Context: an optimization exercise on an open-source flow, tuned for small area. The choices shown serve that exercise and are no tape-out recipe. Only simulation tests tie the RTL to the original design; equivalence was not proved. No driver is modelled on the clock port, so clocking that relies on it looks cheaper here than on a real chip. Power and IR drop assume default switching activity.

exp/onyx:
Design toplevel, start of the top module:
module toplevel (reset, clock, mclk, sclk, lrck, sdin, sdout, test_sdout);
==> module toplevel, before the edit <==
module toplevel (reset, clock, mclk, sclk, lrck, sdin, sdout, test_sdout);
input  reset;
input  clock;
input  sdout;
output mclk;
output sclk;
output lrck;
output sdin;
output test_sdout;
reg [8:0] p;
reg       f;
always @(posedge clock) begin
  if (reset == 1'b0) begin
    p <= 9'd0;
    f <= 1'b1;
  end else begin
    p <= p + {8'd0, ~f};
    f <= 1'b0;
  end
end
assign mclk = p[0];
assign sclk = p[2];
assign lrck = p[8];
assign test_sdout = 1'b0;
reg fresh;
always @(posedge clock) begin
  if (reset == 1'b0)
    fresh <= 1'b1;
  else if (p[4])
    fresh <= 1'b0;
end
reg [10:0] r0;
wire ins0 = (p == 9'd323);
always @(posedge clock) r0 <= {r0[9:0], fresh ? 1'b0 : (ins0 ? sdout : r0[10])};
reg [10:0] r1;
wire ins1 = (p == 9'd315);
always @(posedge clock) r1 <= {r1[9:0], fresh ? 1'b0 : (ins1 ? sdout : r1[10])};
reg [10:0] r2;
wire ins2 = (p == 9'd307);
always @(posedge clock) r2 <= {r2[9:0], fresh ? 1'b0 : (ins2 ? sdout : r2[10])};
reg [10:0] r3;
wire ins3 = (p == 9'd299);
always @(posedge clock) r3 <= {r3[9:0], fresh ? 1'b0 : (ins3 ? sdout : r3[10])};
reg [10:0] r4;
wire ins4 = (p == 9'd291);
always @(posedge clock) r4 <= {r4[9:0], fresh ? 1'b0 : (ins4 ? sdout : r4[10])};
reg [10:0] r5;
wire ins5 = (p == 9'd283);
always @(posedge clock) r5 <= {r5[9:0], fresh ? 1'b0 : (ins5 ? sdout : r5[10])};
reg [10:0] r6;
wire ins6 = (p == 9'd275);
always @(posedge clock) r6 <= {r6[9:0], fresh ? 1'b0 : (ins6 ? sdout : r6[10])};
wire [6:0] x = {r6[5], r5[8], r4[0], r3[3], r2[6], r1[9], r0[1]};
reg en, sub, dblm;
always @(*) begin
  en = 1'b0;
  sub = 1'b0;
  dblm = 1'b0;
  case (p)
    9'd128: begin en = 1'b1; end
    9'd129: begin en = 1'b1; end
    9'd134: begin en = 1'b1; end
    9'd135: begin en = 1'b1; end
    9'd143: begin dblm = 1'b1; end
    9'd145: begin en = 1'b1; end
    9'd151: begin en = 1'b1; end
    9'd159: begin dblm = 1'b1; end
    9'd160: begin en = 1'b1; sub = 1'b1; end
    9'd161: begin en = 1'b1; sub = 1'b1; end
    9'd168: begin en = 1'b1; sub = 1'b1; end
    9'd169: begin en = 1'b1; sub = 1'b1; end
    9'd175: begin dblm = 1'b1; end
    9'd177: begin en = 1'b1; sub = 1'b1; end
    9'd180: begin en = 1'b1; sub = 1'b1; end
    9'd182: begin en = 1'b1; sub = 1'b1; end
    9'd185: begin en = 1'b1; sub = 1'b1; end
    9'd191: begin dblm = 1'b1; end
    9'd195: begin en = 1'b1; end
    9'd200: begin en = 1'b1; end
    9'd207: begin dblm = 1'b1; end
    9'd211: begin en = 1'b1; end
    9'd217: begin en = 1'b1; end
    default: ;
  endcase
end
wire txw  = p[8] & (p[7] ? (p[6:3] == 4'd0) : (p[6:3] != 4'd0));
wire dbl  = fresh | dblm | (txw & (p[2:0] == 3'b111));
reg  [15:0] acc;
wire [6:0]  y  = {7{en}} & (x ^ {7{sub}});
wire        sx = en & (x[6] ^ sub);
wire [15:0] bop = {{9{sx}}, y};
wire [16:0] cy;
assign cy[0] = en & sub;
genvar i;
generate
  for (i = 0; i < 16; i = i + 1) begin : add
    assign cy[i+1] = (acc[i] & bop[i]) | (acc[i] & cy[i]) | (bop[i] & cy[i]);
    if (i == 0) begin : lsb
      always @(posedge clock) acc[i] <= dbl ? 1'b0 : acc[i] ^ bop[i] ^ cy[i];
    end else begin : up
      always @(posedge clock) acc[i] <= dbl ? acc[i-1] : acc[i] ^ bop[i] ^ cy[i];
    end
  end
endgenerate
assign sdin = txw & acc[15];
endmodule
clock: 10.0 ns
lec_check: 0
cap_margin: 20
core_margin: 2
core_utilization: 40
slew_margin: 20
run.sh (not shown) runs the stock make flow with config.mk's settings and CLKGATE_MAP_FILE= SYNTH_SCRIPT=/design/flow/synth_recipe.tcl, a recipe that flattens the netlist after the stock synthesis.
Here is what was changed in the inputs of exp/sierra compared with exp/onyx.
diff --git a/flow/design.v b/flow/design.v
--- a/flow/design.v
+++ b/flow/design.v
@@ -89,5 +89,5 @@
 wire [6:0]  y  = {7{en}} & (x ^ {7{sub}});
 wire        sx = en & (x[6] ^ sub);
-wire [15:0] bop = {{9{sx}}, y};
+wire [15:0] bop = dbl ? acc : {{9{sx}}, y};
 wire [16:0] cy;
 assign cy[0] = en & sub;
@@ -96,9 +96,5 @@
   for (i = 0; i < 16; i = i + 1) begin : add
     assign cy[i+1] = (acc[i] & bop[i]) | (acc[i] & cy[i]) | (bop[i] & cy[i]);
-    if (i == 0) begin : lsb
-      always @(posedge clock) acc[i] <= dbl ? 1'b0 : acc[i] ^ bop[i] ^ cy[i];
-    end else begin : up
-      always @(posedge clock) acc[i] <= dbl ? acc[i-1] : acc[i] ^ bop[i] ^ cy[i];
-    end
+    always @(posedge clock) acc[i] <= acc[i] ^ bop[i] ^ cy[i];
   end
 endgenerate
==> comparison <==
Of exp/sierra and exp/onyx, it is exp/sierra that has the higher synthesized cell count. Taking exp/onyx as 1.0, exp/sierra lands at 1.09 on cell count. Higher achievable clock frequency was reported by exp/sierra, not exp/onyx. exp/sierra has completed all stages; timing, DRC and antenna checks passed. Comparing exp/sierra and exp/onyx, the lower critical path depth is on exp/onyx. Post-detailed-placement half-perimeter wirelength: exp/sierra vs exp/onyx up about 3%. exp/onyx has a higher fraction of area in non-clock buffers than exp/sierra. exp/sierra vs exp/onyx: total power up. [compare] base=exp/onyx new=exp/sierra: cell area climbed 1.9%; arrival time of data at the critical path endpoint moved down. Power share of the clock group for exp/sierra: 11 points down relative to exp/onyx. The global-route usage of exp/sierra is lower than that of exp/onyx. When exp/sierra is set beside exp/onyx, its final critical-path share of the clock period turns out to be 6.2 points smaller. Worst setup path startpoint = p[4]: exp/onyx; worst setup path startpoint = p[2]: exp/sierra.

build 56:
The RTL this note starts from:
==> flow/design.v <==
module fir_ctrl (clock, reset, p, fresh, en, sub, dblm, ins);
input clock;
input reset;
output [8:0] p;
output fresh;
output en;
output sub;
output dblm;
output [6:0] ins;
reg [8:0] p;
reg       f;
wire pg = reset & ~f;
wire [9:0] pc;
assign pc[0] = 1'b1;
genvar j;
generate
  for (j = 0; j < 9; j = j + 1) begin : inc
    assign pc[j+1] = pc[j] & p[j];
    always @(posedge clock) p[j] <= pg & (p[j] ^ pc[j]);
  end
endgenerate
always @(posedge clock) f <= ~reset;
reg fresh;
always @(posedge clock) fresh <= ~reset | (fresh & ~p[8]);
reg en, sub, dblm;
always @(*) begin
  en = 1'b0;
  sub = 1'b0;
  dblm = 1'b0;
  case (p[8:2])
    7'd4: begin en = 1'b1; end
    7'd8: begin dblm = 1'b1; end
    7'd9: begin en = 1'b1; sub = 1'b1; end
    7'd11: begin en = 1'b1; sub = 1'b1; end
    7'd12: begin en = 1'b1; sub = 1'b1; end
    7'd14: begin en = 1'b1; sub = 1'b1; end
    7'd20: begin dblm = 1'b1; end
    7'd25: begin en = 1'b1; sub = 1'b1; end
    7'd27: begin en = 1'b1; sub = 1'b1; end
    7'd29: begin en = 1'b1; sub = 1'b1; end
    7'd31: begin en = 1'b1; sub = 1'b1; end
    7'd32: begin dblm = 1'b1; end
    7'd37: begin en = 1'b1; end
    7'd41: begin en = 1'b1; end
    7'd44: begin dblm = 1'b1; end
    7'd48: begin en = 1'b1; end
    7'd52: begin en = 1'b1; end
    7'd114: begin en = 1'b1; end
    7'd117: begin en = 1'b1; end
    7'd118: begin en = 1'b1; end
    7'd121: begin en = 1'b1; end
    7'd124: begin dblm = 1'b1; end
    7'd125: begin en = 1'b1; end
    default: ;
  endcase
end
assign ins[0] = (p == 9'd323);
assign ins[1] = (p == 9'd315);
assign ins[2] = (p == 9'd307);
assign ins[3] = (p == 9'd299);
assign ins[4] = (p == 9'd291);
assign ins[5] = (p == 9'd283);
assign ins[6] = (p == 9'd275);
endmodule
module fir_mx (s, a, b, yn);
input s;
input a;
input b;
output yn;
assign yn = ~(s ? a : b);
endmodule
module fir_store (clock, ins, fresh, sdout, t);
input clock;
input [6:0] ins;
input fresh;
input sdout;
output [6:0] t;
wire nsd = ~sdout;
reg [10:0] r0;
wire n0;
fir_mx m0 (.s(ins[0]), .a(nsd), .b(r0[10]), .yn(n0));
always @(posedge clock) r0 <= {r0[9:0], ~(~fresh & n0)};
reg [10:0] r1;
wire n1;
fir_mx m1 (.s(ins[1]), .a(nsd), .b(r1[10]), .yn(n1));
always @(posedge clock) r1 <= {r1[9:0], ~(~fresh & n1)};
reg [10:0] r2;
wire n2;
fir_mx m2 (.s(ins[2]), .a(nsd), .b(r2[10]), .yn(n2));
always @(posedge clock) r2 <= {r2[9:0], ~(~fresh & n2)};
reg [10:0] r3;
wire n3;
fir_mx m3 (.s(ins[3]), .a(nsd), .b(r3[10]), .yn(n3));
always @(posedge clock) r3 <= {r3[9:0], ~(~fresh & n3)};
reg [10:0] r4;
wire n4;
fir_mx m4 (.s(ins[4]), .a(nsd), .b(r4[10]), .yn(n4));
always @(posedge clock) r4 <= {r4[9:0], ~(~fresh & n4)};
reg [10:0] r5;
wire n5;
fir_mx m5 (.s(ins[5]), .a(nsd), .b(r5[10]), .yn(n5));
always @(posedge clock) r5 <= {r5[9:0], ~(~fresh & n5)};
reg [10:0] r6;
wire n6;
fir_mx m6 (.s(ins[6]), .a(nsd), .b(r6[10]), .yn(n6));
always @(posedge clock) r6 <= {r6[9:0], ~(~fresh & n6)};
assign t = {r6[3], r5[6], r4[9], r3[0], r2[3], r1[6], r0[9]};
endmodule
module fir_mac (clock, p, fresh, en, sub, dblm, t, sdin);
input clock;
input [8:0] p;
input fresh;
input en;
input sub;
input dblm;
input [6:0] t;
output sdin;
wire txw = p[8] & (p[7] ? (p[6:3] == 4'd0) : (p[6:3] != 4'd0));
wire dbl = fresh | dblm | (txw & p[2]);
wire [4:0] tj = p[7:3];
wire kbit = txw & (((tj >= 5'd1) & (tj <= 5'd8)) | (tj == 5'd12) | (tj == 5'd14));
wire [1:0] ph = p[1:0];
reg  [3:0] q0, q1, q2, q3;
reg        cr;
wire [3:0] xs = (ph == 2'd0) ? ~t[3:0] :
                (ph == 2'd1) ? {1'b0, t[6], ~t[5:4]} : 4'd0;
wire [3:0] nb = ~({4{en}} & (xs ^ {4{sub}}));
wire [4:0] nc;
assign nc[0] = ~((ph == 2'd0) ? (en & sub) : cr);
genvar i;
generate
  for (i = 0; i < 4; i = i + 1) begin : add
    assign nc[i+1] = (q0[i] & nb[i]) | (q0[i] & nc[i]) | (nb[i] & nc[i]);
    if (i == 0) begin : lsb
      always @(posedge clock) q3[i] <= dbl ? ~((ph == 2'd0) ? kbit : cr) : q0[i] ^ nb[i] ^ nc[i];
    end else begin : up
      always @(posedge clock) q3[i] <= dbl ? q0[i-1] : q0[i] ^ nb[i] ^ nc[i];
    end
  end
endgenerate
always @(posedge clock) begin
  q0 <= q1;
  q1 <= q2;
  q2 <= q3;
  cr <= dbl ? ~q0[3] : ~nc[4];
end
wire msb = (ph == 2'd0) ? q3[3] : (ph == 2'd1) ? q2[3] : (ph == 2'd2) ? q1[3] : q0[3];
assign sdin = txw & ~msb;
endmodule
module toplevel (reset, clock, mclk, sclk, lrck, sdin, sdout, test_sdout);
input  reset;
input  clock;
input  sdout;
output mclk;
output sclk;
output lrck;
output sdin;
output test_sdout;
wire [8:0] p;
wire       fresh;
wire [6:0] t;
wire       en, sub, dblm;
wire [6:0] ins;
fir_ctrl  u_ctrl  (.clock(clock), .reset(reset), .p(p), .fresh(fresh), .en(en), .sub(sub), .dblm(dblm), .ins(ins));
fir_store u_store (.clock(clock), .ins(ins), .fresh(fresh), .sdout(sdout), .t(t));
fir_mac   u_mac   (.clock(clock), .p(p), .fresh(fresh), .en(en), .sub(sub), .dblm(dblm), .t(t), .sdin(sdin));
assign mclk = p[0];
assign sclk = p[2];
assign lrck = p[8];
assign test_sdout = 1'b0;
endmodule
==> flow/config.mk <==
export PLATFORM = sky130hd
export DESIGN_NAME = toplevel
export DESIGN_NICKNAME = toplevel
export VERILOG_FILES = /design/flow/design.v
export SDC_FILE = /design/flow/constraint.sdc
export NUM_CORES = 4
export LEC_CHECK = 0
export CAP_MARGIN = 20
export CORE_MARGIN = 2
export CORE_UTILIZATION = 40
export SLEW_MARGIN = 20
export SYNTH_HIERARCHICAL = 1
export SYNTH_MINIMUM_KEEP_SIZE = 0
==> flow/constraint.sdc <==
create_clock -name core_clock -period 10.0 [get_ports {clock}]
set_input_delay 2.0000 -clock core_clock [delete_from_list [all_inputs] [get_ports {clock}]]
set_output_delay 2.0000 -clock core_clock [all_outputs]
set_load 0.01 [all_outputs]
standard.sh (not shown) runs the stock make flow with config.mk's settings and CLKGATE_MAP_FILE= SYNTH_SCRIPT=/design/flow/synth_recipe.tcl, a recipe that flattens the netlist after the stock synthesis.
==> flow/flow/run.sh <==
#!/bin/bash
# Standard synthesis, then every combinational cell swapped for the smallest
# cell of its family (the synthesis maps for speed and upsizes freely; the
# resizer upsizes again wherever slew or load needs it), then the standard
# layout steps.
set -euo pipefail
R=orfs/results/${FLOW_PLATFORM}/toplevel/base
LIB=${FLOW_HOME}/platforms/${FLOW_PLATFORM}/lib/sky130_fd_sc_hd__tt_025C_1v80.lib
bash standard.sh synth > synth.log 2>&1
sleep 1
python3 flow/downsize.py "$LIB" "$R/1_2_yosys.v" > downsize.log 2>&1
touch "$R/1_2_yosys.v"
bash standard.sh "CTS_ARGS=-sink_clustering_enable -repair_clock_nets -dont_use_dummy_load -buf_list sky130_fd_sc_hd__clkbuf_4" "POST_CTS_TCL=$PWD/flow/post_cts.tcl" "BUFFER_PORTS_ARGS=-buffer_cell sky130_fd_sc_hd__buf_1" finish > layout.log 2>&1
Other scripts of this flow, unchanged in this note and not shown: flow/flow/downsize.py, flow/flow/post_cts.tcl
Relative to build 56, the following input files were edited for build 68:
--- a/flow/design.v
+++ b/flow/design.v
@@ -60,52 +60,30 @@
 assign ins[3] = (p == 9'd299);
 assign ins[4] = (p == 9'd291);
 assign ins[5] = (p == 9'd283);
 assign ins[6] = (p == 9'd275);
 endmodule
-module fir_mx (s, a, b, yn);
-input s;
-input a;
-input b;
-output yn;
-assign yn = ~(s ? a : b);
-endmodule
 module fir_store (clock, ins, fresh, sdout, t);
 input clock;
 input [6:0] ins;
 input fresh;
 input sdout;
 output [6:0] t;
-wire nsd = ~sdout;
 reg [10:0] r0;
-wire n0;
-fir_mx m0 (.s(ins[0]), .a(nsd), .b(r0[10]), .yn(n0));
-always @(posedge clock) r0 <= {r0[9:0], ~(~fresh & n0)};
+always @(posedge clock) r0 <= {r0[9:0], fresh ? 1'b1 : (ins[0] ? ~sdout : r0[10])};
 reg [10:0] r1;
-wire n1;
-fir_mx m1 (.s(ins[1]), .a(nsd), .b(r1[10]), .yn(n1));
-always @(posedge clock) r1 <= {r1[9:0], ~(~fresh & n1)};
+always @(posedge clock) r1 <= {r1[9:0], fresh ? 1'b1 : (ins[1] ? ~sdout : r1[10])};
 reg [10:0] r2;
-wire n2;
-fir_mx m2 (.s(ins[2]), .a(nsd), .b(r2[10]), .yn(n2));
-always @(posedge clock) r2 <= {r2[9:0], ~(~fresh & n2)};
+always @(posedge clock) r2 <= {r2[9:0], fresh ? 1'b1 : (ins[2] ? ~sdout : r2[10])};
 reg [10:0] r3;
-wire n3;
-fir_mx m3 (.s(ins[3]), .a(nsd), .b(r3[10]), .yn(n3));
-always @(posedge clock) r3 <= {r3[9:0], ~(~fresh & n3)};
+always @(posedge clock) r3 <= {r3[9:0], fresh ? 1'b1 : (ins[3] ? ~sdout : r3[10])};
 reg [10:0] r4;
-wire n4;
-fir_mx m4 (.s(ins[4]), .a(nsd), .b(r4[10]), .yn(n4));
-always @(posedge clock) r4 <= {r4[9:0], ~(~fresh & n4)};
+always @(posedge clock) r4 <= {r4[9:0], fresh ? 1'b1 : (ins[4] ? ~sdout : r4[10])};
 reg [10:0] r5;
-wire n5;
-fir_mx m5 (.s(ins[5]), .a(nsd), .b(r5[10]), .yn(n5));
-always @(posedge clock) r5 <= {r5[9:0], ~(~fresh & n5)};
+always @(posedge clock) r5 <= {r5[9:0], fresh ? 1'b1 : (ins[5] ? ~sdout : r5[10])};
 reg [10:0] r6;
-wire n6;
-fir_mx m6 (.s(ins[6]), .a(nsd), .b(r6[10]), .yn(n6));
-always @(posedge clock) r6 <= {r6[9:0], ~(~fresh & n6)};
+always @(posedge clock) r6 <= {r6[9:0], fresh ? 1'b1 : (ins[6] ? ~sdout : r6[10])};
 assign t = {r6[3], r5[6], r4[9], r3[0], r2[3], r1[6], r0[9]};
 endmodule
 module fir_mac (clock, p, fresh, en, sub, dblm, t, sdin);
 input clock;
 input [8:0] p;
### Flow results
Build 68 was carried through to the last stage, and its layout satisfied the timing, design-rule and antenna checks. Status: post-layout utilization of the core parity (build 68, build 56). ~same portion of the layout cell area used by clock cells in build 56 and build 68. As far as design area is concerned, build 68 and build 56 perform about the same. Build 68 has number of cells after detailed placement above what build 56 had. Looking at build 56 and build 68, the fraction of power consumed by combinational cells is a wash. Compared with build 56, in build 68 portion of total power attributed to the clock network rose 0.4 points, number of filler cells placed in the layout rose 21. Routed via count up 26 in build 68 wrt build 56. Fraction of power spent switching nets: build 68 > build 56. From build 56 to build 68 the numbers moved as follows: final HPWL from detailed placement dropped about 1.6%; synthesized area essentially unchanged; area growth from synthesis to layout has remained practically unchanged; wire length of the first global-routing pass climbed 3.0%.

## port drivers added, routing unchanged
How much do the figures lean on ideal ports? The routed layouts below were timed once more, with nothing changed but the port constraints. Step 1 sets driving cells, clkbuf_16 on the clock port and buf_2 on the other inputs (assumed; they add their load-dependent delay and slew). Step 2 moves the port delays by t, midway between the first and last clock arrival at a register: inputs arrive t later, outputs are due t later. That takes back most of the time a late clock gives input paths. a / b / c = no drivers / after step 1 / after step 2; a / b = the first two.
run | t, ns | setup WS [ns] | worst register clock-pin slew, ns
exp/onyx | 0.395 | 1.370 / 1.370 / 1.370 | 0.11 / 0.11
exp/sierra | 0.380 | 1.994 / 1.994 / 1.994 | 0.10 / 0.10
build 56 | 0.532 | 5.988 / 5.962 / 6.308 | 0.11 / 0.11
build 68 | 0.526 | 5.932 / 5.905 / 6.293 | 0.12 / 0.12
After both steps every run listed still meets setup and hold.
